What follows belongs to an exercise in optimizing a design on an open flow for small area and a short achievable clock period; a production flow would make more cautious choices. In this exercise RTL edits were held to simulation tests only and were not proved equivalent to the original. Power is estimated from default activity; no workload was simulated.

$ cat flow/standard.sh
#!/bin/bash
# synth_recipe.tcl (not shown) runs the flow's synth.tcl, then flattens the netlist and writes it again
# the make line also repeats each setting of config.mk as NAME=value (left out here)
make -C /OpenROAD-flow-scripts/flow DESIGN_CONFIG=/design/flow/config.mk WORK_HOME=/design/flow/orfs CLKGATE_MAP_FILE= SYNTH_SCRIPT=/design/flow/synth_recipe.tcl "${@:-finish}"
$ cat flow/design.v
module konya(DIN, Resetn, Clock, Run, Done, BusWires);
	input [15:0] DIN;
	input Resetn, Clock, Run;
	output Done;
	output [15:0] BusWires;
	reg [1:0] Tstep;
	reg L, b0;             
	reg [2:0] W, Y;        
	reg dsel;              
	reg dn;                
	reg Done;
	reg [15:0] R [0:7];
	reg [15:0] A;
	reg [15:0] BR;         
	reg zf;                
	reg gnew;              
	wire t0 = (Tstep == 2'd0);
	wire t1 = (Tstep == 2'd1);
	wire t2 = (Tstep == 2'd2);
	wire [2:0] op = DIN[15:13];
	wire [2:0] x = DIN[12:10];
	wire [2:0] y = DIN[9:7];
	wire op_mvi = (op == 3'd1);
	wire op_add = (op == 3'd2) | (op == 3'd3);
	wire op_st  = (op == 3'd4) | (op == 3'd5);
	wire op_nz  = (op == 3'd6);
	wire op_long = op_add | (op == 3'd7);
	wire [15:0] nd, nb;
	konya_nand2 bus_d [15:0] (.a(DIN), .b({16{dsel}}), .y(nd));
	konya_nand2 bus_b [15:0] (.a(BR), .b({16{dn}}), .y(nb));
	konya_nand2 bus_o [15:0] (.a(nd), .b(nb), .y(BusWires));
	wire zf_now = gnew ? ~|BR : zf;
	reg [1:0] Tn;
	reg dsel_n, Done_n;
	always @(*) begin
		Tn = 2'd0; dsel_n = 1'b1; Done_n = 1'b0;
		case (Tstep)
			2'd0: if (Run) begin
				Tn = 2'd1;
				Done_n = ~op_long;
				dsel_n = op_mvi | (op == 3'd7) | (op_nz & ~zf_now);
			end
			2'd1: if (L) begin
				Tn = 2'd2;
				dsel_n = 1'b0;
			end
			2'd2: begin
				Tn = 2'd3;
				dsel_n = ~b0; Done_n = b0;
			end
			2'd3: ;
		endcase
	end
	always @(posedge Clock, negedge Resetn)
		if (!Resetn) begin
			Tstep <= 2'd0; dsel <= 1'b1; dn <= 1'b0; Done <= 1'b0;
		end else begin
			Tstep <= Tn; dsel <= dsel_n; dn <= ~dsel_n; Done <= Done_n;
		end
	wire [2:0] ridx = t0 ? ((op_add | op_st) ? x : y) : Y;
	wire [7:0] rsel = {8{~t2}} & (8'd1 << ridx);
	wire [16:0] c;
	assign c[0] = 1'b0;
	genvar k;
	generate for (k = 0; k < 16; k = k + 1) begin : add
		assign c[k+1] = (A[k] & BR[k]) | (c[k] & (A[k] ^ BR[k]));
	end endgenerate
	wire [15:0] gv = A ^ BR ^ (c[15:0] & {16{b0}});
	wire [15:0] BRn;
	konya_andor9 rd (.sel({t2, rsel}),
		.d({gv, R[7], R[6], R[5], R[4], R[3], R[2], R[1], R[0]}), .q(BRn));
	always @(posedge Clock) begin
		if (t0) begin
			L  <= op_long;
			b0 <= op_add;
			W  <= op_st ? y : x;
			Y  <= y;
		end
		if (Done)
			R[W] <= BusWires;
		if (t1 & L & b0)
			A <= BR;
		BR <= BRn;
		gnew <= t2;
		zf <= zf_now;
	end
endmodule
module konya_andor9(sel, d, q);
	input [8:0] sel;
	input [9*16-1:0] d;
	output [15:0] q;
	genvar b;
	generate for (b = 0; b < 16; b = b + 1) begin : bt
		wire [2:0] n;
		konya_aoi222 g0 (.s(sel[2:0]), .d({d[32+b], d[16+b], d[b]}), .y(n[0]));
		konya_aoi222 g1 (.s(sel[5:3]), .d({d[80+b], d[64+b], d[48+b]}), .y(n[1]));
		konya_aoi222 g2 (.s(sel[8:6]), .d({d[128+b], d[112+b], d[96+b]}), .y(n[2]));
		assign q[b] = ~&n;
	end endgenerate
endmodule
module konya_aoi222(s, d, y);
	input [2:0] s, d;
	output y;
	assign y = ~|(s & d);
endmodule
module konya_nand2(a, b, y);
	input a, b;
	output y;
	assign y = ~(a & b);
endmodule
$ cat flow/constraint.sdc
create_clock -name core_clock -period 6.0 [get_ports {Clock}]
set_input_delay 1.2000 -clock core_clock [delete_from_list [all_inputs] [get_ports {Clock}]]
set_output_delay 1.2000 -clock core_clock [all_outputs]
set_load 0.01 [all_outputs]
$ cat flow/config.mk
export PLATFORM = sky130hd
export DESIGN_NAME = konya
export DESIGN_NICKNAME = konya
export VERILOG_FILES = /design/flow/design.v
export SDC_FILE = /design/flow/constraint.sdc
export NUM_CORES = 4
export LEC_CHECK = 0
export CAP_MARGIN = 20
export CORE_MARGIN = 2
export CORE_UTILIZATION = 40
export CTS_BUF_LIST = sky130_fd_sc_hd__clkbuf_8
export CTS_CLUSTER_DIAMETER = 80
export CTS_CLUSTER_SIZE = 30
export SETUP_SLACK_MARGIN = 3.22
export SLEW_MARGIN = 20
export SYNTH_HIERARCHICAL = 1
export SYNTH_MINIMUM_KEEP_SIZE = 0
$ cat flow/flow/run.sh
#!/bin/bash
set -euo pipefail
bash standard.sh \
  "CTS_ARGS=-sink_clustering_enable -repair_clock_nets -dont_use_dummy_load -sink_clustering_size 30 -sink_clustering_max_diameter 80 -buf_list sky130_fd_sc_hd__clkbuf_8" \
  finish > standard.log 2>&1
==> results of run 1 <==
[per-module statistics from Yosys, one instance, submodules excluded]
module	cell area (µm²)	cells inside	copies in the design	flip-flops and latches
konya_nand2	3.75	1	48	0
konya_aoi222	10.0	1	48	0
konya_andor9	80.1	16	1	0
konya	6140	335	1	175
[critical path, delay by kind of cell]
kind / cells / cell delay (ns)
buffers and inverters: 2 / 0.25
and+or+nand+nor: 2 / 0.13
[metal layers]
| layer | GRT usage | vias to the layer above | wire (µm) |
|---|---|---|---|
| met5 | 0 | - | 0 |
| met4 | 0.0654 | 0 | 303 |
| met3 | 0.0393 | 27 | 1300 |
| met2 | 0.320 | 170 | 8520 |
| met1 | 0.248 | 2200 | 6730 |
| li1 | - | 1988 | - |
[flip-flops by register name, summed over array words and instances (netlist names), named ones only]
register,flops
zf,1
Y,3
dn,1
gnew,1
W,3
dsel,1
BR,16
L,1
A,16
R,128
Tstep,1
b0,1
Done,1
[through the flow]
| stage | power [mW] | setup WS [ns] | std cells | util | hold WS, ns |
|---|---|---|---|---|---|
| 2_1_floorplan | 2.58 | 3.20 | 447 | - | 0.419 |
| 6_report | 3.98 | 3.21 | 751 | 0.499 | 0.461 |
| 5_1_grt | 4.19 | 3.18 | 751 | 0.499 | 0.491 |
| 3_5_place_dp | 3.10 | 1.89 | 704 | 0.456 | 0.451 |
| 4_1_cts | 3.92 | 3.18 | 745 | 0.493 | 0.464 |
| 3_3_place_gp | 3.06 | 1.93 | 704 | 0.456 | 0.450 |
[cell type report]
| cell class | count | area (µm²) |
|---|---|---|
| fill | 1414 | 8360 |
| sequential | 175 | 5060 |
| multi-input combinational | 266 | 2110 |
| timing repair buffer | 70 | 656 |
| tap | 220 | 275 |
| clock buffer | 17 | 234 |
| inverter | 3 | 11.3 |
[placed cells by master (no fill, tap or decap), drive strengths merged, types with 10 or more instances in the layout]
cell type | synthesis | layout
buf | 2 | 67
edfxtp | 152 | 152
nand3 | 21 | 21
ha | 15 | 15
nand2 | 67 | 67
a222oi | 48 | 48
nor2 | 26 | 26
a21oi | 10 | 10
clkbuf | 1 | 17
dfxtp | 18 | 18
xnor2 | 15 | 15
[what timing repair did]
| item | CTS | global route |
|---|---|---|
| buffers inserted | 24 | 6 |
| endpoints found under the setup margin | 32 | 31 |
| pin swaps | 31 | 6 |
| gates resized for setup | 209 | 9 |
| hold endpoints to repair | 0 | 0 |
[how the worst max path moves through the flow]
stage / to / slack, ns / cells past startpoint
floorplan: BR[0] / 3.20 / 7
global placement: BusWires[15] / 1.93 / 4
detailed placement: BusWires[15] / 1.89 / 4
CTS: BusWires[6] / 3.18 / 4
global route: BusWires[6] / 3.18 / 4
finish: BusWires[8] / 3.21 / 4
[where the power goes]
| group | switching (mW) | leakage (nW) | total (mW) | internal [mW] |
|---|---|---|---|---|
| logic | 0.910 | 1.21 | 1.58 | 0.668 |
| registers | 0.170 | 1.60 | 1.80 | 1.63 |
| clock network | 0.348 | 0.122 | 0.599 | 0.250 |
| total | 1.43 | 2.93 | 3.98 | 2.55 |
[cell families after synthesis]
family          Yosys count
flops                   175
simple gates            138
compound gates           89
xor+xnor                 17
fa+ha+maj                15
mux                       7
buf+inv                   6
==> impl_metrics.env, run 1 <==
export IMPL_synth_warnings=7
export IMPL_areaGrowthSynthToFinish_pct=21.2
export IMPL_worst_path_largest_cell_delay_ns=0.13
export IMPL_synth_seq_cells=175
export IMPL_timing_critical_path_cells="buf_4 > nand2_4 > nand2_4 > buf_6"
export IMPL_cpMostUsedCell="nand2_4"
export IMPL_maxSlewViolCount=0
export IMPL_port_buffers=35
export IMPL_status="finished clean"
export IMPL_drtIter0Drc=451
export IMPL_r2r_end="BR[14]"
export IMPL_synth_simple_gate_area_frac=0.0889
export IMPL_synth_top_flop_cell="edfxtp_1"
export IMPL_crit_path_top_delay_cell="buf_4"
export IMPL_post_synth_instance_area_um2=6880
export IMPL_synth_compound_area_frac=0.112
export IMPL_gr_ovfl_total=0
export IMPL_clock_tree_htree_level_count=4
export IMPL_post_synth_inst_count=447
export IMPL_drt_pre_antenna_iters=8
export IMPL_crit_reg2reg_launch="A[1]"
export IMPL_cp_data_arrival_time_ns=1.59
export IMPL_hold_viol_final=0
export IMPL_finalClockSkew_ns=0.0279
export IMPL_number_of_remaining_drc_errors=0
export IMPL_fmax_ghz=0.358
export IMPL_finalSetupViolations=0
export IMPL_floorplan_die_width_um=135
export IMPL_num_rows=47
export IMPL_antennaDiodeCount=0
export IMPL_crit_start="DIN[8]"
export IMPL_synth_fa_ha_area_frac=0.0273
export IMPL_syn_nets=481
export IMPL_netlist_area_leader_share=0.663
export IMPL_final_period_utilization=0.465
export IMPL_timing_worst_slew_pin_value_ns=1.01
export IMPL_pin_count=36
export IMPL_grtUsageTotal=0.191
export IMPL_root_driver="clkbuf_8"
export IMPL_gp_routability_congestion=0.761
export IMPL_fin_crit_period_ns=2.79
export IMPL_timing_reg2reg_worst_path_depth=8
export IMPL_drive_gt1_frac=0.269
export IMPL_ant_nets=0
export IMPL_ys_seq_area_frac=0.734
export IMPL_hold_start="R[4][12]"
export IMPL_muxShareOfSynthArea=0.0115
export IMPL_worst_ir_drop_vdd_mv=0.195
export IMPL_synth_top_cells_by_area="edfxtp_1 66%, a222oi_1 7.0%, dfxtp_1 5.2%, nand2_1 3.7%, ha_1 2.7%"
export IMPL_grt_pass1_vias=4418
export IMPL_cp_end_kind="output pin"
export IMPL_biggest_area_consumer_among_synthesized_cells="edfxtp_1"
export IMPL_total_leakage_power_nw=2.93
export IMPL_design_core_area_um2=16700
export IMPL_reg2reg_slack_ns=3.41
export IMPL_xor_and_xnor_fraction_of_the_mapped_netlist_area=0.0227
export IMPL_grt_pass1_wl_um=25200
export IMPL_synth_async_sr_flop_share=0.0286
export IMPL_design_die_area_um2=18300
export IMPL_cp_max_fanout=4
export IMPL_worst_case_headroom_to_the_max_slew_limit=0.327
export IMPL_setup_worst_path_start_class="input pin"
export IMPL_num_vias=4385
export IMPL_avgViaCountPerCell=5.84
export IMPL_max_cap_viol_count=0
export IMPL_cellPowerDensity_nw_per_um2=477
export IMPL_dominant_combinational_cell_family_by_area_after_synthesis="compound AO/OA/AOI/OAI gates"
export IMPL_routed_wl_um=16900
export IMPL_start_util=0.412
export IMPL_yosys_top_cells_count="152 x edfxtp_1, 67 x nand2_1, 48 x a222oi_1"
export IMPL_detailed_place_area_um2=7610
export IMPL_synth_most_common_cell="edfxtp_1"
export IMPL_rsz_0062_raised_after_global_routing="yes"
export IMPL_setup_total_negative_slack_ns=0
export IMPL_final_net_count=567
export IMPL_whs_path_depth=2
export IMPL_clk_insertion_delay_late_ns=0.46
export IMPL_design_area_um2=8340
export IMPL_cts_max_path_buffers=2
export IMPL_hold_path_end="BR[12]"
export IMPL_grt_antenna_before_repair=0
export IMPL_yosysUniqueCellTypes=51
export IMPL_worst_hold_path_type="register to register"
export IMPL_grt_max_degree=23
export IMPL_cts_buffers_inserted=17
export IMPL_required_time_of_the_critical_path_ns=4.80
export IMPL_synth_enable_flop_cells=152
export IMPL_syn_avg_cell_area_um2=15.4
export IMPL_routed_wire_length_per_instance_um=22.4
export IMPL_clkTransAtPathRegs_ns=0.08
export IMPL_hold_buffers=0
export IMPL_crit_type="input pin to output pin"
export IMPL_chipHeight_um=135
export IMPL_clock_net_sink_count=175
export IMPL_tritoncts_clock_tree="yes"
export IMPL_detailed_place_hpwl_um=10500
==> run 2, diff against run 1 <==
--- a/flow/config.mk
+++ b/flow/config.mk
@@ -17 +17,2 @@
 export SYNTH_MINIMUM_KEEP_SIZE = 0
+export TNS_END_PERCENT = 10
==> run 2 against run 1 <==
Net effect: combinational power is essentially flat; largest cell class unchanged; setup slack lost 0.014 ns; critical endpoint is now BusWires[10]; utilization shrank 0.28 points; sequential share of layout area grew 0.35 points; clock power is essentially flat; register-to-register slack gained 0.02 ns; wire length shrank 0.80%; synthesized cell count is the same.
==> impl_metrics.env, run 2 <==
export IMPL_p_clk_frac=0.151
export IMPL_ys_seq_area_frac=0.734
export IMPL_syn_nets=481
export IMPL_cp_end_kind="output pin"
export IMPL_design_die_area_um2=18300
export IMPL_pin_count=36
export IMPL_detailed_place_hpwl_um=10500
export IMPL_avgViaCountPerCell=5.77
export IMPL_crit_path_top_delay_cell="buf_2"
export IMPL_p_switching_mw=1.43
export IMPL_biggest_area_consumer_among_synthesized_cells="edfxtp_1"
export IMPL_hold_viol_final=0
export IMPL_netlist_area_leader_share=0.663
export IMPL_antennaDiodeCount=0
export IMPL_hold_buffers=0
export IMPL_grtUsageTotal=0.190
export IMPL_gr_ovfl_total=0
export IMPL_drt_pre_antenna_iters=5
export IMPL_root_driver="clkbuf_8"
export IMPL_r2r_end="BR[14]"
export IMPL_mostFrequentLayoutCell="edfxtp_1"
export IMPL_required_time_of_the_critical_path_ns=4.80
export IMPL_chipHeight_um=135
export IMPL_internal_power_mw=2.54
export IMPL_ant_nets=0
export IMPL_clkTransAtPathRegs_ns=0.08
export IMPL_worst_hold_path_type="register to register"
export IMPL_setup_worst_path_start_class="input pin"
export IMPL_synth_most_common_cell="edfxtp_1"
export IMPL_post_synth_instance_area_um2=6880
export IMPL_power_switching_fraction=0.359
export IMPL_reg2reg_slack_ns=3.43
export IMPL_cellPowerDensity_nw_per_um2=478
export IMPL_synth_top_flop_cell="edfxtp_1"
export IMPL_start_util=0.412
export IMPL_setup_total_negative_slack_ns=0
export IMPL_synth_warnings=7
export IMPL_layout_cells_non_filler=752
export IMPL_drive_gt1_frac=0.271
export IMPL_maxSlewViolCount=0
export IMPL_yosysUniqueCellTypes=51
export IMPL_cpMostUsedCell="nand2_4"
export IMPL_crit_start="DIN[10]"
export IMPL_detailed_place_area_um2=7610
export IMPL_synth_top_cells_by_area="edfxtp_1 66%, a222oi_1 7.0%, dfxtp_1 5.2%, nand2_1 3.7%, ha_1 2.7%"
export IMPL_worst_path_largest_cell_delay_ns=0.13
export IMPL_largest_register_ff_count=128
export IMPL_floorplan_die_width_um=135
export IMPL_routed_wire_length_per_instance_um=22.2
export IMPL_clock_tree_htree_level_count=4
export IMPL_num_vias=4339
export IMPL_num_rows=47
export IMPL_post_layout_total_power_mw=3.97
export IMPL_drtIter0Drc=498
export IMPL_worst_ir_drop_vdd_mv=0.195
export IMPL_cts_buffers_inserted=17
export IMPL_grt_pass1_wl_um=25100
export IMPL_grt_max_degree=23
export IMPL_tritoncts_clock_tree="yes"
export IMPL_regMostFlops="R"
export IMPL_fmax_ghz=0.356
export IMPL_post_synth_inst_count=447
export IMPL_max_cap_viol_count=0
export IMPL_power_share_combinational=0.394
export IMPL_routed_wl_um=16700
export IMPL_gp_routability_congestion=0.761
export IMPL_cp_max_fanout=3
export IMPL_cts_max_path_buffers=2
export IMPL_timing_worst_slew_pin_value_ns=0.999
export IMPL_hold_path_end="BR[12]"
export IMPL_fin_crit_period_ns=2.81
export IMPL_areaGrowthSynthToFinish_pct=20.5
export IMPL_clk_insertion_delay_late_ns=0.46
export IMPL_crit_reg2reg_launch="BR[1]"
export IMPL_finalSetupViolations=0
export IMPL_timing_critical_path_cells="buf_2 > nand2_4 > nand2_4 > buf_6"
export IMPL_port_buffers=35
export IMPL_crit_type="input pin to output pin"
export IMPL_rsz_0062_raised_after_global_routing="yes"
export IMPL_hold_start="R[4][12]"
export IMPL_top_regs="R x128, A x16, BR x16"
export IMPL_timing_reg2reg_worst_path_depth=8
export IMPL_final_net_count=568
export IMPL_grt_antenna_before_repair=0
export IMPL_finalClockSkew_ns=0.0276
export IMPL_cp_data_arrival_time_ns=1.61
export IMPL_whs_path_depth=2
export IMPL_placed_cells_incl_taps=704
export IMPL_synth_enable_flop_cells=152
export IMPL_total_leakage_power_nw=2.91
export IMPL_number_of_remaining_drc_errors=0
export IMPL_design_area_um2=8290
export IMPL_status="finished clean"
export IMPL_clock_net_sink_count=175
export IMPL_design_core_area_um2=16700
export IMPL_synth_async_sr_flop_share=0.0286
export IMPL_grt_pass1_vias=4426
export IMPL_final_cell_mix="152 x edfxtp_1, 48 x a222oi_1, 35 x nand2_1"
export IMPL_synth_seq_cells=175
export IMPL_syn_avg_cell_area_um2=15.4
export IMPL_share_seq_of_total_power=0.455
export IMPL_final_period_utilization=0.468
export IMPL_worst_case_headroom_to_the_max_slew_limit=0.333
export IMPL_yosys_top_cells_count="152 x edfxtp_1, 67 x nand2_1, 48 x a222oi_1"
## run 2: worst max path at each step
stage | end | slack, ns
floorplan | BR[0] | 3.20
global placement | BusWires[15] | 1.93
detailed placement | BusWires[15] | 1.89
CTS | BusWires[6] | 3.18
global route | BusWires[6] | 3.18
finish | BusWires[10] | 3.19
## run 2: stage by stage
stage                      util  hold WS [ns]  setup WS, ns
final                     0.497         0.463          3.19
after global routing      0.497         0.491          3.18
after CTS                 0.492         0.464          3.18
after detailed placement  0.456         0.451          1.89
after global placement    0.456         0.450          1.93
after floorplan               -         0.419          3.20
## run 2: power by group through the flow
stage / Sequential (mW) / Clock [mW] / Combinational (mW)
2_1_floorplan: 1.74 / 0 / 0.843
3_3_place_gp: 1.83 / 0 / 1.23
3_5_place_dp: 1.84 / 0 / 1.26
4_1_cts: 1.81 / 0.608 / 1.49
5_1_grt: 1.83 / 0.654 / 1.69
6_report: 1.80 / 0.600 / 1.56
## run 2: timing repair
item | CTS | global route
setup endpoints to repair | 32 | 32
pin swaps | 30 | 9
gates resized for setup | 194 | 10
setup buffers | 23 | 8
## run 2: worst max-delay path, delay by kind of cell
family / cells / cell delay (ns)
AND/OR/NAND/NOR: 2 / 0.15
buffers and inverters: 2 / 0.25
## run 2: area by class of cell
cell class | count | area, µm²
fillers | 1424 | 8410
flip-flops and latches | 175 | 5060
multi-input cells | 266 | 2100
repair buffers | 71 | 618
well taps | 220 | 275
clock buffers | 17 | 234
inverters | 3 | 11.3
## run 2: kinds of logic after synthesis
logic type | synth area share
simple gates | 0.0889
buf+inv | 0.00345
xor+xnor | 0.0227
fa+ha+maj | 0.0273
mux | 0.0115
compound gates | 0.112
flops | 0.734
## run 2: metal layers
layer  GRT usage  wire (µm)  part of all wire
met1       0.246       6900              0.41
met2       0.320       8450              0.51
met3      0.0393       1070             0.064
met4      0.0654        297             0.018
met5           0          0                 0
## run 2: Yosys stat by module (local to each module, per instance)
module	flops+latches	cells	times used
konya_andor9	0	16	1
konya_aoi222	0	1	48
konya	175	335	1
konya_nand2	0	1	48
==> run 3, diff against run 2 <==
--- a/flow/config.mk
+++ b/flow/config.mk
@@ -13,2 +13,3 @@
 export CTS_CLUSTER_SIZE = 30
+export GPL_ROUTABILITY_DRIVEN = 0
 export SETUP_SLACK_MARGIN = 3.22
==> run 3 against run 2 <==
Net effect: fmax did not move; global-route usage did not move; final cell count did not move; sequential cell count did not move; first-iteration DRC count did not move; largest power group unchanged; critical path depth did not move; clock power barely moved.
==> impl_metrics.env, run 3 <==
export IMPL_r2r_end="BR[14]"
export IMPL_routed_wl_um=16700
export IMPL_port_buffers=35
export IMPL_worst_hold_path_type="register to register"
export IMPL_top_regs="R x128, A x16, BR x16"
export IMPL_pin_count=36
export IMPL_wl_met1_um=6900
export IMPL_whs_path_depth=2
export IMPL_clkTransAtPathRegs_ns=0.08
export IMPL_fmax_ghz=0.356
export IMPL_grt_max_degree=23
export IMPL_post_synth_instance_area_um2=6880
export IMPL_antennaDiodeCount=0
export IMPL_syn_avg_cell_area_um2=15.4
export IMPL_synth_most_common_cell="edfxtp_1"
export IMPL_cp_max_fanout=3
export IMPL_avgViaCountPerCell=5.77
export IMPL_ys_seq_area_frac=0.734
export IMPL_chipHeight_um=135
export IMPL_drtIter0Drc=498
export IMPL_met3_length_um=1070
export IMPL_floorplan_die_width_um=135
export IMPL_cp_end_kind="output pin"
export IMPL_routed_wire_length_per_instance_um=22.2
export IMPL_worst_case_headroom_to_the_max_slew_limit=0.333
export IMPL_reg2reg_slack_ns=3.43
export IMPL_grtUsageTotal=0.190
export IMPL_crit_reg2reg_launch="BR[1]"
export IMPL_design_core_area_um2=16700
export IMPL_detailed_place_area_um2=7610
export IMPL_post_layout_total_power_mw=3.97
export IMPL_regMostFlops="R"
export IMPL_largest_register_ff_count=128
export IMPL_timing_worst_slew_pin_value_ns=0.999
export IMPL_maxSlewViolCount=0
export IMPL_number_of_remaining_drc_errors=0
export IMPL_netlist_area_leader_share=0.663
export IMPL_clock_tree_htree_level_count=4
export IMPL_gr_ovfl_total=0
export IMPL_synth_top_cells_by_area="edfxtp_1 66%, a222oi_1 7.0%, dfxtp_1 5.2%, nand2_1 3.7%, ha_1 2.7%"
export IMPL_worst_ir_drop_vdd_mv=0.195
export IMPL_root_driver="clkbuf_8"
export IMPL_mostFrequentLayoutCell="edfxtp_1"
export IMPL_total_leakage_power_nw=2.91
export IMPL_synth_enable_flop_cells=152
export IMPL_detailed_place_hpwl_um=10500
export IMPL_areaGrowthSynthToFinish_pct=20.5
export IMPL_ant_nets=0
export IMPL_setup_total_negative_slack_ns=0
export IMPL_drt_pre_antenna_iters=5
export IMPL_yosys_top_cells_count="152 x edfxtp_1, 67 x nand2_1, 48 x a222oi_1"
export IMPL_clock_net_sink_count=175
export IMPL_syn_nets=481
export IMPL_final_net_count=568
export IMPL_fin_crit_period_ns=2.81
export IMPL_grt_antenna_before_repair=0
export IMPL_cellPowerDensity_nw_per_um2=478
export IMPL_post_synth_inst_count=447
export IMPL_cts_max_path_buffers=2
export IMPL_num_vias=4339
export IMPL_design_die_area_um2=18300
export IMPL_synth_top_flop_cell="edfxtp_1"
export IMPL_hold_start="R[4][12]"
export IMPL_cp_data_arrival_time_ns=1.61
export IMPL_final_cell_mix="152 x edfxtp_1, 48 x a222oi_1, 35 x nand2_1"
export IMPL_final_period_utilization=0.468
export IMPL_crit_type="input pin to output pin"
export IMPL_required_time_of_the_critical_path_ns=4.80
export IMPL_start_util=0.412
export IMPL_status="finished clean"
export IMPL_rsz_0062_raised_after_global_routing="yes"
export IMPL_met2RoutedLength_um=8450
export IMPL_timing_reg2reg_worst_path_depth=8
export IMPL_finalClockSkew_ns=0.0276
export IMPL_hold_buffers=0
export IMPL_synth_async_sr_flop_share=0.0286
export IMPL_grt_pass1_vias=4426
export IMPL_grt_pass1_wl_um=25100
export IMPL_biggest_area_consumer_among_synthesized_cells="edfxtp_1"
export IMPL_drive_gt1_frac=0.271
export IMPL_top_signal_layer_used="met4"
export IMPL_tritoncts_clock_tree="yes"
export IMPL_num_rows=47
export IMPL_cts_buffers_inserted=17
export IMPL_hold_viol_final=0
export IMPL_hold_path_end="BR[12]"
export IMPL_setup_worst_path_start_class="input pin"
export IMPL_synth_seq_cells=175
export IMPL_design_area_um2=8290
export IMPL_finalSetupViolations=0
export IMPL_clk_insertion_delay_late_ns=0.46
export IMPL_yosysUniqueCellTypes=51
export IMPL_synth_warnings=7
export IMPL_max_cap_viol_count=0
run 3: cell counts after synthesis:
Identical to the previous run, type by type.
run 3: power by group:
part | internal (mW) | leakage, nW | switching, mW | total (mW)
clock | 0.250 | 0.122 | 0.350 | 0.600
combinational | 0.658 | 1.19 | 0.905 | 1.56
sequential | 1.63 | 1.60 | 0.171 | 1.80
total | 2.54 | 2.91 | 1.43 | 3.97
run 3: routing by layer:
| layer | global-route usage | vias up |
|---|---|---|
| met1 | 0.246 | 2191 |
| met2 | 0.320 | 135 |
| li1 | - | 1988 |
| met5 | 0 | - |
| met4 | 0.0654 | 0 |
| met3 | 0.0393 | 25 |
run 3: how the worst max path moves through the flow:
stage | startpoint | endpoint | slack, ns
after floorplan | DIN[14] | BR[0] | 3.20
after global placement | DIN[15] | BusWires[15] | 1.93
after detailed placement | DIN[15] | BusWires[15] | 1.89
after CTS | dsel | BusWires[6] | 3.18
after global routing | dsel | BusWires[6] | 3.18
final | DIN[10] | BusWires[10] | 3.19
run 3: cell families (layout without fill, tap and decap cells):
family                     after synthesis  after routing  share of synthesized area
DFF                                    175            175                      0.734
and+or+nand+nor                        138            138                     0.0889
AOI/OAI and AO/OA                       89             89                      0.112
xor gates and xnor gates                17             17                     0.0227
adders and majority gates               15             15                     0.0273
muxes                                    7              7                     0.0115
buffers and inverters                    6             91                    0.00345
run 3: through the flow:
step | hold WS [ns] | std cells | util | setup slack (ns)
floorplan | 0.419 | 447 | - | 3.20
global placement | 0.450 | 704 | 0.456 | 1.93
detailed placement | 0.451 | 704 | 0.456 | 1.89
CTS | 0.464 | 744 | 0.492 | 3.18
global route | 0.491 | 752 | 0.497 | 3.18
finish | 0.463 | 752 | 0.497 | 3.19
run 3: area by class of cell:
type | instances | area [µm²]
Clock buffer | 17 | 234
Fill cell | 1424 | 8410
Inverter | 3 | 11.3
Multi-Input combinational cell | 266 | 2100
Sequential cell | 175 | 5060
Tap cell | 220 | 275
Timing Repair Buffer | 71 | 618
run 3: what timing repair did:
| action | CTS | global route |
|---|---|---|
| setup endpoints to repair | 32 | 32 |
| setup buffers | 23 | 8 |
| pin swaps | 30 | 9 |
| gates resized for setup | 194 | 10 |
run 3: critical path, stage by stage:
cell and delay (ns):
buf_2 0.13, nand2_4 0.08, nand2_4 0.07, buf_6 0.12
run 3: Yosys stat by module (local to each module, per instance):
module	times used	area (µm²)	flops+latches	cells inside
konya_nand2	48	3.75	0	1
konya_aoi222	48	10.0	0	1
konya_andor9	1	80.1	0	16
konya	1	6140	175	335
==> run 4, diff against run 3 <==
--- a/flow/config.mk
+++ b/flow/config.mk
@@ -13,3 +13,3 @@
 export CTS_CLUSTER_SIZE = 30
-export GPL_ROUTABILITY_DRIVEN = 0
+export PLACE_DENSITY = 0.75
 export SETUP_SLACK_MARGIN = 3.22
@@ -18,2 +18 @@
 export SYNTH_MINIMUM_KEEP_SIZE = 0
-export TNS_END_PERCENT = 10
==> run 4 against run 3 <==
Net effect: still clean on timing, DRC and antenna; worst hold slack lost 0.0021 ns; global-route usage is 0.57 points lower; sequential cell count did not move; sequential power hardly changed; clock skew is 0.011 ns lower; critical path depth rose by 4; register-to-register slack about the same; via count grew 4.1%; clock power down 1%; area after synthesis stayed put; critical path type is now input pin to register; critical endpoint is now BR[13]; highest routed layer unchanged.
==> impl_metrics.env, run 4 <==
export IMPL_status="finished clean"
export IMPL_grtUsageTotal=0.184
export IMPL_detailed_place_hpwl_um=10600
export IMPL_cellPowerDensity_nw_per_um2=476
export IMPL_grt_antenna_before_repair=0
export IMPL_pin_count=36
export IMPL_num_vias=4515
export IMPL_max_cap_viol_count=0
export IMPL_grt_pass1_vias=4444
export IMPL_reg2reg_slack_ns=3.42
export IMPL_clock_net_sink_count=175
export IMPL_hold_buffers=0
export IMPL_crit_start="DIN[14]"
export IMPL_synth_warnings=7
export IMPL_number_of_remaining_drc_errors=0
export IMPL_drt_pre_antenna_iters=7
export IMPL_gr_ovfl_total=0
export IMPL_required_time_of_the_critical_path_ns=6.30
export IMPL_finalSetupViolations=0
export IMPL_root_driver="clkbuf_8"
export IMPL_grt_pass1_wl_um=24800
export IMPL_cp_data_arrival_time_ns=3.12
export IMPL_regMostFlops="R"
export IMPL_cts_max_path_buffers=2
export IMPL_worst_hold_path_type="register to register"
export IMPL_yosysUniqueCellTypes=51
export IMPL_cp_max_fanout=16
export IMPL_tritoncts_clock_tree="yes"
export IMPL_finalClockSkew_ns=0.0168
export IMPL_drive_gt1_frac=0.286
export IMPL_yosys_top_cells_count="152 x edfxtp_1, 67 x nand2_1, 48 x a222oi_1"
export IMPL_setup_worst_path_start_class="input pin"
export IMPL_hold_start="R[4][9]"
export IMPL_final_net_count=578
export IMPL_synth_enable_flop_cells=152
export IMPL_synth_top_cells_by_area="edfxtp_1 66%, a222oi_1 7.0%, dfxtp_1 5.2%, nand2_1 3.7%, ha_1 2.7%"
export IMPL_synth_seq_cells=175
export IMPL_hold_viol_final=0
export IMPL_clock_tree_htree_level_count=4
export IMPL_syn_nets=481
export IMPL_fillers=1336
export IMPL_fmax_ghz=0.354
export IMPL_design_core_area_um2=16700
export IMPL_routed_wl_um=16800
export IMPL_gp_routability_congestion=0.822
export IMPL_final_period_utilization=0.471
export IMPL_netlist_area_leader_share=0.663
export IMPL_worst_case_headroom_to_the_max_slew_limit=0.319
export IMPL_routed_wire_length_per_instance_um=22.0
export IMPL_areaGrowthSynthToFinish_pct=22.7
export IMPL_final_cell_mix="152 x edfxtp_1, 48 x a222oi_1, 41 x buf_4"
export IMPL_maxSlewViolCount=0
export IMPL_post_synth_instance_area_um2=6880
export IMPL_total_leakage_power_nw=2.99
export IMPL_cp_end_kind="register"
export IMPL_timing_worst_slew_pin_value_ns=1.02
export IMPL_timing_hold_ws_ns=0.461
export IMPL_crit_reg2reg_launch="BR[1]"
export IMPL_grt_max_degree=23
export IMPL_mostFrequentLayoutCell="edfxtp_1"
export IMPL_biggest_area_consumer_among_synthesized_cells="edfxtp_1"
export IMPL_num_rows=47
export IMPL_drtIter0Drc=630
export IMPL_ant_nets=0
export IMPL_clkTransAtPathRegs_ns=0.07
export IMPL_synth_top_flop_cell="edfxtp_1"
export IMPL_worst_ir_drop_vdd_mv=0.170
export IMPL_top_regs="R x128, A x16, BR x16"
export IMPL_ys_seq_area_frac=0.734
export IMPL_post_synth_inst_count=447
export IMPL_chipHeight_um=135
export IMPL_port_buffers=35
export IMPL_synth_async_sr_flop_share=0.0286
export IMPL_setup_total_negative_slack_ns=0
export IMPL_cts_buffers_inserted=17
export IMPL_design_die_area_um2=18300
export IMPL_clk_insertion_delay_late_ns=0.44
export IMPL_avgViaCountPerCell=5.93
export IMPL_start_util=0.412
export IMPL_largest_register_ff_count=128
export IMPL_floorplan_die_width_um=135
export IMPL_synth_most_common_cell="edfxtp_1"
export IMPL_fin_crit_period_ns=2.82
export IMPL_rsz_0062_raised_after_global_routing="yes"
export IMPL_antennaDiodeCount=0
export IMPL_syn_avg_cell_area_um2=15.4
export IMPL_crit_type="input pin to register"
run 4: cell counts after synthesis:
No cell type changed its count.
run 4: cell families (layout without fill, tap and decap cells):
group           count (synthesis)  in the layout  synth area share
compound gates                 89             89             0.112
simple gates                  138            139            0.0889
fa+ha+maj                      15             15            0.0273
buf+inv                         6            100           0.00345
mux                             7              7            0.0115
xor+xnor                       17             17            0.0227
flops                         175            175             0.734
run 4: path summary, 6_finish.rpt:
| kind | endpoint | depth (start not counted) |
|---|---|---|
| worst max-delay path | BR[13] | 8 |
| worst min-delay path | BR[9] | 2 |
| worst max register to register | BR[14] | 8 |
| worst min register to register | BR[9] | 2 |
| max in group asynchronous | dsel | 1 |
| min in group asynchronous | Done | 1 |
run 4: worst max-delay path: stages:
cell and delay [ns]:
buf_6 0.12, xnor2_4 0.24, mux2_4 0.35, a22oi_2 0.28, or2_4 0.22, nor2_4 0.10, a222oi_1 0.46, nand3_1 0.14
run 4: Yosys stat by module, one instance, submodules excluded:
module / flip-flops and latches / cells / copies in the design / cell area [µm²]
konya_aoi222: 0 / 1 / 48 / 10.0
konya_nand2: 0 / 1 / 48 / 3.75
konya: 175 / 335 / 1 / 6140
konya_andor9: 0 / 16 / 1 / 80.1
run 4: final cells by class:
type | count | area (µm²) | area share
repair buffers | 80 | 756 | 0.0895
well taps | 220 | 275 | 0.0326
inverters | 3 | 11.3 | 0.00133
flip-flops and latches | 175 | 5060 | 0.599
multi-input cells | 267 | 2110 | 0.250
clock buffers | 17 | 234 | 0.0277
run 4: report_power, final:
group	total [mW]	internal [mW]	switching, mW
logic	1.63	0.700	0.929
clock network	0.592	0.251	0.341
registers	1.80	1.63	0.167
total	4.02	2.58	1.44
run 4: stage by stage:
stage / power (mW) / utilization / worst slack, ns / instance area [µm²] / instances
after floorplan: 2.58 / - / 3.20 / 6930 / 447
after CTS: 3.87 / 0.493 / 3.17 / 8230 / 749
final: 4.02 / 0.506 / 3.18 / 8450 / 762
after global placement: 3.02 / 0.456 / 1.94 / 7610 / 706
after detailed placement: 3.08 / 0.456 / 1.91 / 7610 / 706
after global routing: 4.20 / 0.506 / 3.13 / 8450 / 762
run 4: routing by layer:
| metal | GRT usage | part of all wire |
|---|---|---|
| met1 | 0.226 | 0.38 |
| met2 | 0.324 | 0.51 |
| met5 | 0 | 0 |
| met4 | 0.0677 | 0.022 |
| met3 | 0.0355 | 0.084 |
run 4: timing repair:
action | CTS | global route
gates cloned | 1 | 0
pin swaps | 21 | 12
resized for setup | 213 | 18
buffers inserted | 25 | 13
setup endpoints to repair | 32 | 29
==> run 5, diff against run 4 <==
==> flow/flow/run.sh (replaced) <==
#!/bin/bash
set -euo pipefail
bash standard.sh \
  "BUFFER_PORTS_ARGS=-buffer_cell sky130_fd_sc_hd__buf_4" \
  "CTS_ARGS=-sink_clustering_enable -repair_clock_nets -dont_use_dummy_load -sink_clustering_size 30 -sink_clustering_max_diameter 80 -buf_list sky130_fd_sc_hd__clkbuf_8" \
  finish > standard.log 2>&1
--- a/flow/config.mk
+++ b/flow/config.mk
@@ -13,3 +13,2 @@
 export CTS_CLUSTER_SIZE = 30
-export PLACE_DENSITY = 0.75
 export SETUP_SLACK_MARGIN = 3.22
==> run 5 against run 4 <==
Net effect: largest power group unchanged; clock power grew 1%; die area is the same; clock skew is essentially flat; final cell count grew 1.2%; cell area grew 1.0%; sequential share of layout area shrank 0.61 points; critical path depth shrank 4; register-to-register slack lost 0.05 ns; non-clock buffer count grew 10; largest cell class unchanged.
==> impl_metrics.env, run 5 <==
export IMPL_status="finished clean"
export IMPL_tritoncts_clock_tree="yes"
export IMPL_wl_met1_um=7300
export IMPL_detailed_place_hpwl_um=10700
export IMPL_final_core_utilization=0.511
export IMPL_detailed_place_area_um2=7540
export IMPL_fmax_ghz=0.357
export IMPL_areaGrowthSynthToFinish_pct=24.0
export IMPL_chipHeight_um=135
export IMPL_reg2reg_slack_ns=3.37
export IMPL_post_layout_total_power_mw=4.08
export IMPL_timing_worst_slew_pin_value_ns=0.825
export IMPL_grt_antenna_before_repair=0
export IMPL_clock_tree_htree_level_count=4
export IMPL_cts_max_path_buffers=2
export IMPL_setup_total_negative_slack_ns=0
export IMPL_final_period_utilization=0.467
export IMPL_mostFrequentLayoutCell="edfxtp_1"
export IMPL_crit_reg2reg_launch="BR[1]"
export IMPL_whs_path_depth=2
export IMPL_placed_cells_incl_taps=709
export IMPL_worst_ir_drop_vdd_mv=0.178
export IMPL_routed_wl_um=17400
export IMPL_avgViaCountPerCell=5.85
export IMPL_grt_pass1_wl_um=25600
export IMPL_drtIter0Drc=557
export IMPL_cellPowerDensity_nw_per_um2=478
export IMPL_synth_warnings=7
export IMPL_finalClockSkew_ns=0.0167
export IMPL_post_synth_inst_count=447
export IMPL_design_die_area_um2=18300
export IMPL_port_buffers=35
export IMPL_rsz_0062_raised_after_global_routing="yes"
export IMPL_hold_start="R[4][11]"
export IMPL_top_signal_layer_used="met4"
export IMPL_grtUsageTotal=0.193
export IMPL_regMostFlops="R"
export IMPL_syn_avg_cell_area_um2=15.4
export IMPL_max_cap_viol_count=0
export IMPL_num_vias=4510
export IMPL_setup_worst_path_start_class="input pin"
export IMPL_drt_pre_antenna_iters=5
export IMPL_design_core_area_um2=16700
export IMPL_final_cell_mix="152 x edfxtp_1, 65 x buf_4, 48 x a222oi_1"
export IMPL_fillers=1377
export IMPL_required_time_of_the_critical_path_ns=4.80
export IMPL_biggest_area_consumer_among_synthesized_cells="edfxtp_1"
export IMPL_largest_register_ff_count=128
export IMPL_grt_max_degree=23
export IMPL_hold_path_end="BR[11]"
export IMPL_cts_buffers_inserted=17
export IMPL_grt_pass1_vias=4308
export IMPL_finalSetupViolations=0
export IMPL_yosysUniqueCellTypes=51
export IMPL_crit_type="input pin to output pin"
export IMPL_floorplan_die_width_um=135
export IMPL_timing_reg2reg_worst_path_depth=8
export IMPL_design_area_um2=8530
export IMPL_maxSlewViolCount=0
export IMPL_layout_area_seq_um2=5060
export IMPL_cp_end_kind="output pin"
export IMPL_top_regs="R x128, A x16, BR x16"
export IMPL_drive_gt1_frac=0.305
export IMPL_cp_data_arrival_time_ns=1.60
export IMPL_hold_viol_final=0
export IMPL_number_of_remaining_drc_errors=0
export IMPL_synth_top_cells_by_area="edfxtp_1 66%, a222oi_1 7.0%, dfxtp_1 5.2%, nand2_1 3.7%, ha_1 2.7%"
export IMPL_routed_wire_length_per_instance_um=22.5
export IMPL_num_rows=47
export IMPL_netlist_area_leader_share=0.663
export IMPL_clk_insertion_delay_late_ns=0.45
export IMPL_synth_seq_cells=175
export IMPL_ant_nets=0
export IMPL_cp_max_fanout=6
export IMPL_pin_count=36
export IMPL_final_net_count=587
export IMPL_synth_enable_flop_cells=152
export IMPL_met3_length_um=1470
export IMPL_gp_routability_congestion=0.765
export IMPL_gr_ovfl_total=0
export IMPL_start_util=0.412
export IMPL_synth_async_sr_flop_share=0.0286
export IMPL_ys_seq_area_frac=0.734
export IMPL_worst_hold_path_type="register to register"
export IMPL_syn_nets=481
export IMPL_layout_cells_non_filler=771
export IMPL_yosys_top_cells_count="152 x edfxtp_1, 67 x nand2_1, 48 x a222oi_1"
export IMPL_post_synth_instance_area_um2=6880
export IMPL_synth_top_flop_cell="edfxtp_1"
export IMPL_clkTransAtPathRegs_ns=0.07
export IMPL_fin_crit_period_ns=2.80
export IMPL_root_driver="clkbuf_8"
export IMPL_met2RoutedLength_um=8240
export IMPL_synth_most_common_cell="edfxtp_1"
export IMPL_r2r_end="BR[14]"
export IMPL_multi_input_area_um2=2140
export IMPL_clock_net_sink_count=175
export IMPL_worst_case_headroom_to_the_max_slew_limit=0.450
export IMPL_total_leakage_power_nw=3.06
export IMPL_antennaDiodeCount=0
-- run 5: logic make-up (layout without fill, tap and decap cells) --
kind of cell    count (synthesis)  after routing  synth area share
flops                         175            175             0.734
simple gates                  138            138            0.0889
compound gates                 89             89             0.112
xor+xnor                       17             17            0.0227
fa+ha+maj                      15             15            0.0273
mux                             7              7            0.0115
buf+inv                         6            110           0.00345
-- run 5: worst max-delay path by stage --
stage               startpoint            to  slack, ns  depth (start not counted)
floorplan              DIN[14]         BR[0]       3.20                          7
global placement       DIN[14]        BR[15]       2.55                          7
detailed placement     DIN[14]        BR[15]       2.52                          8
CTS                       dsel   BusWires[3]       3.13                          3
global route              dsel   BusWires[8]       3.15                          5
finish                 DIN[15]  BusWires[15]       3.20                          4
-- run 5: metrics by stage --
stage          hold slack [ns]  worst slack, ns
2_1_floorplan            0.419             3.20
3_3_place_gp             0.446             2.55
3_5_place_dp             0.454             2.52
4_1_cts                  0.463             3.13
5_1_grt                  0.490             3.15
6_report                 0.459             3.20
-- run 5: critical path, cell delays in order --
cell and delay [ns]:
buf_6 0.12, nand2_4 0.08, nand2_4 0.07, buf_6 0.12
-- run 5: timing repair --
item                       4_1_cts  5_1_grt
resized for setup               58       38
hold buffers                     0        0
gates cloned                     0        0
buffers inserted                22       23
pin swaps                       18       17
setup endpoints to repair       32       32
-- run 5: final cells by class --
| type | count | area share |
|---|---|---|
| multi-input cells | 266 | 0.251 |
| flip-flops and latches | 175 | 0.593 |
| inverters | 3 | 0.00132 |
| clock buffers | 17 | 0.0274 |
| repair buffers | 90 | 0.0957 |
| well taps | 220 | 0.0323 |
-- run 5: layer usage --
layer | up-vias | GRT usage
met5 | - | 0
met4 | 0 | 0.0752
met3 | 24 | 0.0408
met2 | 219 | 0.294
met1 | 2240 | 0.273
li1 | 2027 | -
-- run 5: power breakdown --
group | total, mW | leakage [nW] | internal [mW] | switching [mW]
Combinational | 1.70 | 1.34 | 0.725 | 0.971
Clock | 0.598 | 0.122 | 0.250 | 0.348
Sequential | 1.78 | 1.60 | 1.63 | 0.151
Total | 4.08 | 3.06 | 2.61 | 1.47
-- run 5: per-module statistics from Yosys, one instance, submodules excluded --
| module | flops+latches | area [µm²] | cells inside |
|---|---|---|---|
| konya_andor9 | 0 | 80.1 | 16 |
| konya | 175 | 6140 | 335 |
| konya_nand2 | 0 | 3.75 | 1 |
| konya_aoi222 | 0 | 10.0 | 1 |
==> run 6, diff against run 5 <==
==> flow/flow/run.sh (replaced) <==
#!/bin/bash
set -euo pipefail
bash standard.sh \
  "CTS_ARGS=-sink_clustering_enable -repair_clock_nets -dont_use_dummy_load -sink_clustering_size 30 -sink_clustering_max_diameter 80 -buf_list sky130_fd_sc_hd__clkbuf_8" \
  finish > standard.log 2>&1
--- a/flow/config.mk
+++ b/flow/config.mk
@@ -13,3 +13,3 @@
 export CTS_CLUSTER_SIZE = 30
-export SETUP_SLACK_MARGIN = 3.22
+export SETUP_SLACK_MARGIN = 3.3
 export SLEW_MARGIN = 20
==> run 6 against run 5 <==
Net effect: still clean on timing, DRC and antenna; utilization increased by 0.46 points; clock skew increased by 0.011 ns; register-to-register slack improved by 0.20 ns; wire length decreased by 0.28%; die area unchanged; fmax increased by 0.86%; worst hold slack improved by 0.010 ns; final cell count decreased by 0.65%; non-clock buffer count decreased by 5; critical endpoint unchanged; largest cell class unchanged; largest power group unchanged.
==> impl_metrics.env, run 6 <==
export IMPL_status="finished clean"
export IMPL_dp_worst_setup_slack_ns=1.89
export IMPL_finalSetupViolations=0
export IMPL_synth_async_sr_flop_share=0.0286
export IMPL_clock_tree_htree_level_count=4
export IMPL_start_util=0.412
export IMPL_grt_pass1_vias=4546
export IMPL_top_regs="R x128, A x16, BR x16"
export IMPL_synth_compound_area_frac=0.112
export IMPL_syn_avg_cell_area_um2=15.4
export IMPL_worst_path_largest_cell_delay_ns=0.12
export IMPL_syn_nets=481
export IMPL_ys_seq_area_frac=0.734
export IMPL_yosys_top_cells_count="152 x edfxtp_1, 67 x nand2_1, 48 x a222oi_1"
export IMPL_maxSlewViolCount=0
export IMPL_floorplan_die_width_um=135
export IMPL_port_buffers=35
export IMPL_synth_seq_cells=175
export IMPL_crit_path_top_delay_cell="buf_12"
export IMPL_cellPowerDensity_nw_per_um2=475
export IMPL_antennaDiodeCount=0
export IMPL_final_net_count=582
export IMPL_post_synth_inst_count=447
export IMPL_tritoncts_clock_tree="yes"
export IMPL_number_of_remaining_drc_errors=0
export IMPL_timing_hold_ws_ns=0.469
export IMPL_cpMostUsedCell="nand2_4"
export IMPL_synth_top_flop_cell="edfxtp_1"
export IMPL_timing_critical_path_cells="buf_12 > nand2_4 > nand2_4 > buf_6"
export IMPL_synth_warnings=7
export IMPL_gp_routability_congestion=0.761
export IMPL_cp_max_fanout=4
export IMPL_xor_and_xnor_fraction_of_the_mapped_netlist_area=0.0227
export IMPL_num_rows=47
export IMPL_timing_critical_path_max_delay_family="buffers and inverters"
export IMPL_cts_max_path_buffers=2
export IMPL_top_signal_layer_used="met4"
export IMPL_largest_register_ff_count=128
export IMPL_post_layout_total_power_mw=4.09
export IMPL_grt_max_degree=20
export IMPL_worst_ir_drop_vdd_mv=0.195
export IMPL_timing_critical_path_buf_inv=2
export IMPL_fin_crit_period_ns=2.78
export IMPL_clk_insertion_delay_late_ns=0.46
export IMPL_clkTransAtPathRegs_ns=0.08
export IMPL_root_driver="clkbuf_8"
export IMPL_wl_met1_um=7030
export IMPL_design_die_area_um2=18300
export IMPL_grt_pass1_wl_um=26100
export IMPL_synth_enable_flop_cells=152
export IMPL_grtUsageTotal=0.197
export IMPL_mostFrequentLayoutCell="edfxtp_1"
export IMPL_areaGrowthSynthToFinish_pct=25.1
export IMPL_design_core_area_um2=16700
export IMPL_cts_buffers_inserted=17
export IMPL_drt_pre_antenna_iters=7
export IMPL_drive_gt1_frac=0.300
export IMPL_final_period_utilization=0.463
export IMPL_num_vias=4444
export IMPL_dominant_combinational_cell_family_by_area_after_synthesis="compound AO/OA/AOI/OAI gates"
export IMPL_pin_count=36
export IMPL_regMostFlops="R"
export IMPL_setup_total_negative_slack_ns=0
export IMPL_cp_data_arrival_time_ns=1.58
export IMPL_post_synth_instance_area_um2=6880
export IMPL_chipHeight_um=135
export IMPL_timing_worst_slew_pin_value_ns=1.08
export IMPL_final_cell_mix="152 x edfxtp_1, 48 x a222oi_1, 41 x buf_4"
export IMPL_yosysUniqueCellTypes=51
export IMPL_layout_cells_non_filler=766
export IMPL_muxShareOfSynthArea=0.0115
export IMPL_required_time_of_the_critical_path_ns=4.80
export IMPL_final_critical_path_setup_slack_ns=3.22
export IMPL_met3_length_um=1190
export IMPL_synth_fa_ha_area_frac=0.0273
export IMPL_synth_most_common_cell="edfxtp_1"
export IMPL_rsz_0062_raised_after_global_routing="yes"
export IMPL_fmax_ghz=0.360
export IMPL_routed_wl_um=17300
export IMPL_worst_case_headroom_to_the_max_slew_limit=0.280
export IMPL_hold_viol_final=0
export IMPL_biggest_area_consumer_among_synthesized_cells="edfxtp_1"
export IMPL_avgViaCountPerCell=5.80
export IMPL_synth_simple_gate_area_frac=0.0889
export IMPL_met2RoutedLength_um=8710
export IMPL_cp_end_kind="output pin"
export IMPL_finalClockSkew_ns=0.0278
export IMPL_clock_net_sink_count=175
export IMPL_synth_top_cells_by_area="edfxtp_1 66%, a222oi_1 7.0%, dfxtp_1 5.2%, nand2_1 3.7%, ha_1 2.7%"
export IMPL_gr_ovfl_total=0
export IMPL_hold_buffers=0
export IMPL_setup_worst_path_start_class="input pin"
export IMPL_placed_cells_incl_taps=704
export IMPL_max_cap_viol_count=0
export IMPL_total_leakage_power_nw=3.06
export IMPL_routed_wire_length_per_instance_um=22.6
export IMPL_drtIter0Drc=474
export IMPL_ant_nets=0
export IMPL_worst_hold_path_type="register to register"
export IMPL_grt_antenna_before_repair=0
export IMPL_detailed_place_hpwl_um=10500
export IMPL_crit_type="input pin to output pin"
export IMPL_netlist_area_leader_share=0.663
run 6: cell types whose count changed in the layout (fill, tap and decap cells not counted), sizes merged:
cell	previous run	this run
clkdlybuf4s50	0	3
buf	90	82
run 6: path summary, 6_finish.rpt:
kind / from / end / slack, ns / cells after the start
setup / recovery: DIN[15] / BusWires[15] / 3.22 / 4
hold / removal: R[4][3] / BR[3] / 0.47 / 2
setup reg to reg: BR[1] / BR[9] / 3.57 / 8
hold reg to reg: R[4][3] / BR[3] / 0.47 / 2
max in group asynchronous: Resetn / dsel / 4.78 / 1
min in group asynchronous: Resetn / Tstep[0] / 0.96 / 1
run 6: area by class of cell:
class / instances / area (µm²)
Timing Repair Buffer: 85 / 866
Fill cell: 1372 / 8090
Sequential cell: 175 / 5060
Multi-Input combinational cell: 266 / 2170
Clock buffer: 17 / 234
Tap cell: 220 / 275
Inverter: 3 / 11.3
run 6: modules after synthesis (local to each module, per instance):
module | flops+latches | cells inside | copies in the design | area (µm²)
konya | 175 | 335 | 1 | 6140
konya_andor9 | 0 | 16 | 1 | 80.1
konya_aoi222 | 0 | 1 | 48 | 10.0
konya_nand2 | 0 | 1 | 48 | 3.75
run 6: metrics by stage:
| stage | cell area [µm²] | util |
|---|---|---|
| after floorplan | 6930 | - |
| after global placement | 7610 | 0.456 |
| final | 8610 | 0.516 |
| after detailed placement | 7610 | 0.456 |
| after global routing | 8610 | 0.516 |
| after CTS | 8470 | 0.507 |
run 6: repair_timing:
action                                  4_1_cts  5_1_grt
endpoints found under the setup margin       32       33
resized for setup                           240       10
pin swaps                                    38       11
buffers inserted                             35       10
run 6: routing by layer:
layer / track usage / vias up
met3: 0.0370 / 28
li1: - / 2020
met4: 0.0631 / 0
met1: 0.255 / 2230
met2: 0.336 / 166
met5: 0 / -
run 6: logic make-up (layout without fill, tap and decap cells):
group / Yosys count / count (layout)
compound gates: 89 / 89
xor+xnor: 17 / 17
fa+ha+maj: 15 / 15
buf+inv: 6 / 105
flops: 175 / 175
mux: 7 / 7
simple gates: 138 / 138
run 6: worst reg2reg max path, cell delays in order (launching register included):
cell and delay, ns:
dfxtp_1 0.43, ha_1 0.31, a211o_1 0.29, nand3_1 0.16, o21ai_2 0.15, a32oi_1 0.28
xnor2_1 0.18, a222oi_1 0.38, nand3_1 0.11
run 6: where the power goes:
part,internal (mW),switching (mW)
Clock,0.250,0.347
Combinational,0.735,0.955
Sequential,1.63,0.170
Total,2.62,1.47
==> run 7, diff against run 6 <==
--- a/flow/config.mk
+++ b/flow/config.mk
@@ -13,3 +13,3 @@
 export CTS_CLUSTER_SIZE = 30
-export SETUP_SLACK_MARGIN = 3.3
+export SETUP_SLACK_MARGIN = 3.15
 export SLEW_MARGIN = 20
==> run 7 against run 6 <==
Net effect: final cell count down 2.1%; sequential cell count is the same; sequential share of layout area up 2.4 points; first-iteration DRC count grew 7.8%; sequential power barely moved; cell area is 3.9% lower; global-route usage decreased by 0.83 points; total power down 3.7%; still clean on timing, DRC and antenna.
==> impl_metrics.env, run 7 <==
export IMPL_status="finished clean"
export IMPL_yosys_top_cells_count="152 x edfxtp_1, 67 x nand2_1, 48 x a222oi_1"
export IMPL_cp_end_kind="output pin"
export IMPL_cp_max_fanout=2
export IMPL_required_time_of_the_critical_path_ns=4.80
export IMPL_antennaDiodeCount=0
export IMPL_ys_seq_area_frac=0.734
export IMPL_timing_hold_ws_ns=0.465
export IMPL_synth_most_common_cell="edfxtp_1"
export IMPL_finalClockSkew_ns=0.0239
export IMPL_final_period_utilization=0.473
export IMPL_drtIter0Drc=511
export IMPL_chipHeight_um=135
export IMPL_synth_enable_flop_cells=152
export IMPL_number_of_remaining_drc_errors=0
export IMPL_regMostFlops="R"
export IMPL_ant_nets=0
export IMPL_layout_area_seq_um2=5060
export IMPL_synth_async_sr_flop_share=0.0286
export IMPL_post_synth_inst_count=447
export IMPL_num_vias=4341
export IMPL_detailed_place_hpwl_um=10300
export IMPL_setup_worst_path_start_class="input pin"
export IMPL_clk_insertion_delay_late_ns=0.46
export IMPL_num_rows=47
export IMPL_synth_warnings=7
export IMPL_grt_pass1_wl_um=24900
export IMPL_top_regs="R x128, A x16, BR x16"
export IMPL_areaGrowthSynthToFinish_pct=20.2
export IMPL_grtUsageTotal=0.188
export IMPL_hold_buffers=0
export IMPL_rsz_0062_raised_after_global_routing="no"
export IMPL_total_leakage_power_nw=2.89
export IMPL_cts_buffers_inserted=17
export IMPL_gr_ovfl_total=0
export IMPL_biggest_area_consumer_among_synthesized_cells="edfxtp_1"
export IMPL_routed_wl_um=16700
export IMPL_routed_wire_length_per_instance_um=22.3
export IMPL_cp_data_arrival_time_ns=1.64
export IMPL_drt_pre_antenna_iters=7
export IMPL_fin_crit_period_ns=2.84
export IMPL_final_cell_mix="152 x edfxtp_1, 48 x a222oi_1, 35 x nand2_1"
export IMPL_worst_case_headroom_to_the_max_slew_limit=0.283
export IMPL_finalSetupViolations=0
export IMPL_tritoncts_clock_tree="yes"
export IMPL_clkTransAtPathRegs_ns=0.08
export IMPL_maxSlewViolCount=0
export IMPL_max_cap_viol_count=0
export IMPL_pin_count=36
export IMPL_start_util=0.412
export IMPL_syn_nets=481
export IMPL_cellPowerDensity_nw_per_um2=476
export IMPL_gp_routability_congestion=0.750
export IMPL_hold_viol_final=0
export IMPL_mostFrequentLayoutCell="edfxtp_1"
export IMPL_fmax_ghz=0.352
export IMPL_root_driver="clkbuf_8"
export IMPL_final_net_count=566
export IMPL_synth_top_flop_cell="edfxtp_1"
export IMPL_clock_net_sink_count=175
export IMPL_yosysUniqueCellTypes=51
export IMPL_cts_max_path_buffers=2
export IMPL_multi_input_area_um2=2080
export IMPL_synth_top_cells_by_area="edfxtp_1 66%, a222oi_1 7.0%, dfxtp_1 5.2%, nand2_1 3.7%, ha_1 2.7%"
export IMPL_floorplan_die_width_um=135
export IMPL_crit_path_top_delay_cell="clkdlybuf4s15_1"
export IMPL_post_synth_instance_area_um2=6880
export IMPL_clock_tree_htree_level_count=4
export IMPL_worst_ir_drop_vdd_mv=0.229
export IMPL_port_buffers=35
export IMPL_largest_register_ff_count=128
export IMPL_synth_seq_cells=175
export IMPL_timing_critical_path_buf_inv=2
export IMPL_setup_total_negative_slack_ns=0
export IMPL_timing_critical_path_max_delay_family="buffers and inverters"
export IMPL_netlist_area_leader_share=0.663
export IMPL_worst_hold_path_type="register to register"
export IMPL_syn_avg_cell_area_um2=15.4
export IMPL_drive_gt1_frac=0.257
export IMPL_grt_pass1_vias=4329
export IMPL_grt_antenna_before_repair=0
export IMPL_avgViaCountPerCell=5.79
export IMPL_worst_path_largest_cell_delay_ns=0.19
export IMPL_timing_critical_path_cells="clkdlybuf4s15_1 > nand2_2 > nand2_4 > buf_6"
export IMPL_design_core_area_um2=16700
export IMPL_crit_type="input pin to output pin"
export IMPL_timing_worst_slew_pin_value_ns=1.07
export IMPL_grt_max_degree=23
export IMPL_fillers=1463
export IMPL_design_die_area_um2=18300
==> run 7: power breakdown <==
part,total [mW],switching (mW),internal [mW],leakage (nW)
Clock,0.597,0.347,0.250,0.122
Sequential,1.80,0.170,1.63,1.60
Combinational,1.54,0.900,0.641,1.17
==> run 7: routing by layer <==
metal  global-route usage  wire length (µm)
met2                0.311              8220
met4               0.0718               293
met5                    0                 0
met3               0.0344              1420
met1                0.250              6810
==> run 7: per-module statistics from Yosys, one instance, submodules excluded <==
module / times used / cells / cell area, µm²
konya_nand2: 48 / 1 / 3.75
konya_andor9: 1 / 16 / 80.1
konya_aoi222: 48 / 1 / 10.0
konya: 1 / 335 / 6140
==> run 7: final timing paths <==
path | end | start | slack (ns) | cells past startpoint
min in group asynchronous | Done | Resetn | 0.96 | 1
max reg2reg | BR[14] | BR[1] | 3.39 | 8
min reg2reg | BR[12] | R[4][12] | 0.46 | 2
max in group asynchronous | dsel | Resetn | 4.79 | 1
min | BR[12] | R[4][12] | 0.46 | 2
max | BusWires[2] | DIN[2] | 3.16 | 4
==> run 7: kinds of logic after synthesis <==
group           synth area share
simple gates              0.0889
buf+inv                  0.00345
compound gates             0.112
mux                       0.0115
xor+xnor                  0.0227
flops                      0.734
fa+ha+maj                 0.0273
==> run 7: what timing repair did <==
item | 4_1_cts | 5_1_grt
setup buffers | 20 | 9
pin swaps | 29 | 6
gates resized for setup | 189 | 6
endpoints found under the setup margin | 32 | 24
==> run 7: layout make-up <==
type | instances | share of cell area
inverters | 3 | 0.00136
multi-input cells | 266 | 0.252
clock buffers | 17 | 0.0283
well taps | 220 | 0.0333
flip-flops and latches | 175 | 0.611
repair buffers | 69 | 0.0742
==> run 7: worst min-delay path: cells and delay by family, from the launching register on <==
family | cells | cell delay [ns]
compound gates | 1 | 0.06
flops | 1 | 0.32
simple gates | 1 | 0.07
==> run 7: stage by stage <==
stage	utilization	setup WS [ns]	cell area, µm²	total power, mW	instances
2_1_floorplan	-	3.16	6930	2.58	447
3_3_place_gp	0.456	1.93	7610	3.06	704
3_5_place_dp	0.456	1.87	7610	3.09	704
4_1_cts	0.489	3.15	8170	3.86	741
5_1_grt	0.495	3.15	8270	4.14	750
6_report	0.495	3.16	8270	3.94	750
==> run 8, diff against run 7 <==
--- a/flow/config.mk
+++ b/flow/config.mk
@@ -9,3 +9,3 @@
 export CORE_MARGIN = 2
-export CORE_UTILIZATION = 40
+export CORE_UTILIZATION = 35
 export CTS_BUF_LIST = sky130_fd_sc_hd__clkbuf_8
@@ -13,3 +13,3 @@
 export CTS_CLUSTER_SIZE = 30
-export SETUP_SLACK_MARGIN = 3.15
+export SETUP_SLACK_MARGIN = 3.25
 export SLEW_MARGIN = 20
@@ -17 +17,2 @@
 export SYNTH_MINIMUM_KEEP_SIZE = 0
+export TNS_END_PERCENT = 10
==> run 8 against run 7 <==
Net effect: die area is 14% higher; final cell count is 7.3% higher; worst hold slack worse by 0.0040 ns; largest power group unchanged; highest routed layer unchanged.
==> impl_metrics.env, run 8 <==
export IMPL_status="finished clean"
export IMPL_syn_nets=481
export IMPL_grtUsageMet2=0.294
export IMPL_cts_max_path_buffers=2
export IMPL_grt_util_met1=0.208
export IMPL_detailed_place_hpwl_um=10400
export IMPL_worst_ir_drop_vdd_mv=0.158
export IMPL_cellPowerDensity_nw_per_um2=471
export IMPL_post_synth_instance_area_um2=6880
export IMPL_reg2reg_slack_ns=3.49
export IMPL_clock_net_sink_count=175
export IMPL_tritoncts_clock_tree="yes"
export IMPL_synth_compound_area_frac=0.112
export IMPL_grt_antenna_before_repair=0
export IMPL_final_period_utilization=0.464
export IMPL_final_core_utilization=0.439
export IMPL_worst_case_headroom_to_the_max_slew_limit=0.261
export IMPL_yosys_top_cells_count="152 x edfxtp_1, 67 x nand2_1, 48 x a222oi_1"
export IMPL_grt_max_degree=23
export IMPL_worst_hold_path_type="register to register"
export IMPL_synth_async_sr_flop_share=0.0286
export IMPL_final_critical_path_setup_slack_ns=3.21
export IMPL_clock_tree_htree_level_count=4
export IMPL_ant_nets=0
export IMPL_grt_pass1_wl_um=25300
export IMPL_drtIter0Drc=482
export IMPL_root_driver="clkbuf_8"
export IMPL_dominant_combinational_cell_family_by_area_after_synthesis="compound AO/OA/AOI/OAI gates"
export IMPL_chipHeight_um=144
export IMPL_xor_and_xnor_fraction_of_the_mapped_netlist_area=0.0227
export IMPL_post_synth_inst_count=447
export IMPL_synth_simple_gate_area_frac=0.0889
export IMPL_final_cell_mix="152 x edfxtp_1, 48 x a222oi_1, 35 x nand2_1, 35 x buf_4"
export IMPL_synth_fa_ha_area_frac=0.0273
export IMPL_routed_wl_um=16700
export IMPL_crit_reg2reg_launch="Tstep[0]"
export IMPL_rsz_0062_raised_after_global_routing="yes"
export IMPL_drive_gt1_frac=0.289
export IMPL_hold_viol_final=0
export IMPL_cp_max_fanout=5
export IMPL_clkTransAtPathRegs_ns=0.08
export IMPL_crit_start="DIN[7]"
export IMPL_muxShareOfSynthArea=0.0115
export IMPL_grt_busiest_layer="met2"
export IMPL_top_regs="R x128, A x16, BR x16"
export IMPL_gr_ovfl_total=0
export IMPL_number_of_remaining_drc_errors=0
export IMPL_netlist_area_leader_share=0.663
export IMPL_antennaDiodeCount=0
export IMPL_avgViaCountPerCell=5.34
export IMPL_port_buffers=35
export IMPL_synth_most_common_cell="edfxtp_1"
export IMPL_global_route_usage_met3=0.0301
export IMPL_design_die_area_um2=20800
export IMPL_floorplan_die_width_um=144
export IMPL_fmax_ghz=0.359
export IMPL_hold_start="R[4][13]"
export IMPL_routed_wire_length_per_instance_um=20.7
export IMPL_cts_buffers_inserted=17
export IMPL_cp_data_arrival_time_ns=1.59
export IMPL_max_cap_viol_count=0
export IMPL_yosysUniqueCellTypes=51
export IMPL_num_vias=4296
export IMPL_syn_avg_cell_area_um2=15.4
export IMPL_areaGrowthSynthToFinish_pct=23.7
export IMPL_clk_insertion_delay_late_ns=0.43
export IMPL_required_time_of_the_critical_path_ns=4.80
export IMPL_grt_pass1_vias=4488
export IMPL_crit_type="input pin to output pin"
export IMPL_pin_count=36
export IMPL_synth_seq_cells=175
-- run 8: changes by cell type in the layout (fill, tap and decap cells not counted), moves of 2 or more --
| cell | before | now |
|---|---|---|
| buf_4 | 31 | 35 |
| a21oi_2 | 0 | 2 |
| a21oi_1 | 10 | 8 |
| or2_1 | 2 | 0 |
| buf_12 | 5 | 7 |
| clkdlybuf4s15_1 | 4 | 0 |
| clkbuf_2 | 2 | 0 |
| buf_8 | 0 | 3 |
| buf_6 | 13 | 18 |
| nand2_4 | 18 | 21 |
| or2_4 | 0 | 2 |
-- run 8: kinds of logic (layout without fill, tap and decap cells) --
logic type | Yosys count | count (layout)
AND/OR/NAND/NOR | 138 | 141
XOR/XNOR | 17 | 17
flip-flops | 175 | 175
adder cells (fa/ha/maj) | 15 | 15
AO/OA/AOI/OAI | 89 | 89
buffers and inverters | 6 | 96
multiplexers | 7 | 7
-- run 8: worst paths after layout --
kind,end,depth (start not counted)
setup / recovery,BusWires[7],4
hold / removal,BR[13],2
setup reg to reg,BR[9],9
hold reg to reg,BR[13],2
max in group asynchronous,dsel,1
min in group asynchronous,Done,1
-- run 8: critical path: cells and delay by family --
kind / cells / cell delay (ns)
buffers and inverters: 2 / 0.23
and+or+nand+nor: 2 / 0.15
-- run 8: final cells by class --
class	count	area, µm²	area share
sequential	175	5060	0.594
multi-input combinational	269	2150	0.252
timing repair buffer	76	731	0.0858
clock buffer	17	234	0.0275
tap	265	332	0.0389
inverter	3	11.3	0.00132
-- run 8: what timing repair did --
| item | CTS | global route |
|---|---|---|
| hold buffers | 0 | 0 |
| gates resized for setup | 223 | 4 |
| setup buffers | 25 | 10 |
| gates cloned | 3 | 0 |
| setup endpoints to repair | 32 | 32 |
| pin swaps | 31 | 7 |
-- run 8: power by group --
part,leakage (nW),switching (mW),internal [mW]
combinational,1.26,0.929,0.702
clock,0.122,0.340,0.251
sequential,1.60,0.157,1.63
total,2.98,1.43,2.59
-- run 8: layer usage --
| metal | routed length (µm) | part of all wire |
|---|---|---|
| met1 | 6800 | 0.41 |
| met2 | 8700 | 0.52 |
| met4 | 227 | 0.014 |
| met3 | 933 | 0.056 |
| met5 | 0 | 0 |
-- run 8: metrics by stage --
step	hold slack [ns]	cells	total power, mW	cell area (µm²)
global placement	0.449	750	3.05	7670
finish	0.461	805	4.01	8520
CTS	0.460	795	3.93	8380
detailed placement	0.452	750	3.09	7670
global route	0.489	805	4.23	8520
floorplan	0.419	447	2.58	6930
-- run 8: modules after synthesis, one instance, submodules excluded --
| module | times used | cell area [µm²] | cells inside |
|---|---|---|---|
| konya_andor9 | 1 | 80.1 | 16 |
| konya_nand2 | 48 | 3.75 | 1 |
| konya | 1 | 6140 | 335 |
| konya_aoi222 | 48 | 10.0 | 1 |

-- static timing again, ports no longer ideal --
In the flow no input, the clock included, has a driving cell. The finished layouts below were timed again as built, in two steps. Step 1 assumes that a clkbuf_16 drives the clock port and a buf_2 every other input. Step 2, shift: input delay + t, output delay - t, t = (earliest + latest rising clock arrival at the registers) / 2. This alone moves slack from input paths to output paths. a / b / c = ideal ports / drivers / drivers and shift; a / b = the first two.
| run | t, ns | setup slack, ns |
|---|---|---|
| run 1 | 0.478 | 3.207 / 3.177 / 2.809 |
| run 2 | 0.478 | 3.193 / 3.162 / 2.794 |
| run 3 | 0.478 | 3.193 / 3.162 / 2.794 |
| run 4 | 0.467 | 3.175 / 3.180 / 2.714 |
| run 5 | 0.484 | 3.200 / 3.168 / 2.749 |
| run 6 | 0.479 | 3.224 / 3.177 / 2.859 |
| run 7 | 0.482 | 3.162 / 3.140 / 2.697 |
| run 8 | 0.450 | 3.214 / 3.172 / 2.850 |
After both steps every run listed still meets setup and hold.
